This is an optimization exercise on Yosys and OpenROAD, whose aim is small area and a short achievable clock period, not a production implementation. RTL that was checked went through simulation tests only; none was proved equivalent to the original. No activity file was given, so power comes from the tool's default toggle rates.

Design FloatingPointMultiplierSingle, start of the top module:
module FloatingPointMultiplierSingle (clk,reset,en,inputA,inputB,result, OF);
For scale: roughly 120 flip-flops, roughly 100 I/O pins, ~0.019 mm^2 of cells after synthesis.
Settings: LEC_CHECK=0, CAP_MARGIN=20, CORE_MARGIN=2, CORE_UTILIZATION=45, CTS_BUF_LIST=sky130_fd_sc_hd__clkbuf_4 sky130_fd_sc_hd__clkbuf_8, SETUP_SLACK_MARGIN=5, SLEW_MARGIN=20, TNS_END_PERCENT=100; clock period 11.0 ns.
standard.sh (not shown) runs the stock make flow with config.mk's settings and CLKGATE_MAP_FILE= SYNTH_SCRIPT=/design/flow/synth_recipe.tcl, a recipe that flattens the netlist after the stock synthesis.
==> flow/flow/run.sh <==
#!/bin/bash
# Standard ORFS layout with two changes: Yosys's generic ABC pass before
# full-adder extraction is skipped (SYNTH_ARGS=-noabc), so the hand-written
# adder tree maps to full-adder cells without extra inverters; and the port
# buffers are buf_2 cells instead of the default delay-buffer choice.
# Registers are unchanged. ORFS writes each tool's log under orfs/logs.
set -euo pipefail
bash standard.sh SYNTH_ARGS=-noabc "BUFFER_PORTS_ARGS=-buffer_cell sky130_fd_sc_hd__buf_2" finish > standard.log 2>&1
The baseline completed with no timing, DRC or antenna violations.
==> next run, changes <==
--- a/flow/design.v
+++ b/flow/design.v
@@ -923,42 +923,41 @@
 wire [15:0] low1 = {s411, s397, s383, s371, s359, s349, s339, s331, s323, s317, s311, s307, s303, s301, 1'b0, neg0};
 wire [16:0] lowsum = low0 + low1;
 wire cK = lowsum[16];    
 function [4:0] tz23; input [22:0] m; integer i; begin
   tz23 = 5'd23;
   for (i = 22; i >= 0; i = i - 1) if (m[i]) tz23 = i;
 end endfunction
 wire [5:0] tzsum = tz23(A[22:0]) + tz23(B[22:0]);
 wire sticky = tzsum < 6'd23;
 wire [8:0] e0 = {1'b0, A[30:23]} + {1'b0, B[30:23]} - 9'd127;
-wire [8:0] e1 = e0 + 9'd1;
 wire a_mz = A[22:0] == 23'd0, b_mz = B[22:0] == 23'd0;
 wire a_ef = A[30:23] == 8'hff, b_ef = B[30:23] == 8'hff;
 wire zf = (a_mz & A[30:23] == 8'h00) | (b_mz & B[30:23] == 8'h00);
 wire inf = (a_mz & a_ef) | (b_mz & b_ef);
 wire nan = (zf & inf) | (~a_mz & a_ef) | (~b_mz & b_ef);
 wire [1:0] cls = nan ? 2'b10 : zf ? 2'b00 : inf ? 2'b01 : 2'b11;
 reg [69:0] q_pp;
-reg q_cK, q_sticky, q_sign, q_of0, q_of1;
+reg q_cK, q_sticky, q_sign, q_of0;
 reg [7:0] q_e0;
 reg [1:0] q_cls;
 always @(posedge clk) begin
   if (reset) begin
     q_sign <= 1'b0; q_cls <= 2'b00;
   end else if (en) begin
     q_sign <= A[31] ^ B[31]; q_cls <= cls;
   end
 end
 always @(posedge clk) begin
   if (en) begin
     q_pp <= pp_bits; q_cK <= cK; q_sticky <= sticky;
-    q_of0 <= e0[8]; q_of1 <= e1[8]; q_e0 <= e0[7:0];
+    q_of0 <= e0[8]; q_e0 <= e0[7:0];
   end
 end
 wire s873 = q_pp[6] ^ q_pp[7];
 wire c874 = q_pp[6] & q_pp[7];
 wire s875 = q_pp[9] ^ q_pp[10];
 wire c876 = q_pp[9] & q_pp[10];
 wire s877 = q_pp[11] ^ q_pp[12];
 wire c878 = q_pp[11] & q_pp[12];
 wire s879 = q_pp[13] ^ q_pp[14];
 wire c880 = q_pp[13] & q_pp[14];
@@ -1168,20 +1167,20 @@
 wire Ap1075 = m_sel[10] & Ap1067;
 wire Ap1076 = m_sel[12] & Ap1064;
 wire Ap1077 = m_sel[14] & Ap1068;
 wire Ap1078 = m_sel[16] & Ap1063;
 wire Ap1079 = m_sel[18] & Ap1069;
 wire Ap1080 = m_sel[20] & Ap1065;
 wire [22:0] ones = {Ap1070, Ap1080, Ap1065, Ap1079, Ap1069, Ap1078, Ap1063, Ap1077, Ap1068, Ap1076, Ap1064, Ap1075, Ap1067, Ap1074, Ap1061, Ap1073, Ap1066, Ap1072, Ap1056, Ap1071, Ap1045, m_sel[0], 1'b1};
 wire [22:0] mant = m_sel ^ ({23{m_inc}} & ones);
 wire [7:0] expo = q_e0 + n;
 wire normal = q_cls == 2'b11;
-assign OF = normal & (n ? q_of1 : q_of0);
+assign OF = normal & (q_of0 ^ (n & (&q_e0)));
 wire [31:0] O;
 assign O[31] = q_sign;
 assign O[30:23] = normal ? expo : (q_cls == 2'b00 ? 8'h00 : 8'hff);
 assign O[22:0] = normal ? mant : (q_cls == 2'b10 ? 23'h7fffff : 23'h0);
 always @(posedge clk) begin
   if (reset) result <= 32'd0;
   else if (en) result <= O;
 end
 endmodule
Effect: Power came out higher by about 0.4%; final cell count came out lower by 2.9%; wire length came out higher by 2.8%; sequential power came out lower by about 0.9%; design area came out lower by 0.66%; non-clock buffer count came out lower by 11; register-to-register slack gains 0.03 ns; clock-buffer cell count came out higher by 7; sequential cell count came out lower by 1; setup slack loses 0.040 ns.
Function not checked in the second run of this note: the RTL went through the layout flow alone.

==> static timing again, ports no longer ideal <==
No port has a modelled driver above. Below, the same layouts with a new extraction and two added sets of constraints. Step 1 assumes that a clkbuf_16 drives the clock port and a buf_2 every other input. Step 2 adds t to the input delays and takes it off the output delays; t is the mean of the earliest and latest rising clock arrival at the registers after step 1. Input paths then give back, and output paths get back, about the clock's delay inside the block. Three values: no drivers, after step 1, after step 2; two values: the first two.
| run | t, ns | setup WS [ns] | worst setup path at the end |
|---|---|---|---|
| the first run | 0.506 | 5.120 / 5.136 / 4.630 | input to register |
| the second run | 0.522 | 5.079 / 5.112 / 4.591 | input to register |
After both steps setup and hold are still met in every run listed. The setup slack of the first run, which loses most, moves by +0.016 ns with the drivers and by -0.490 ns with both steps.
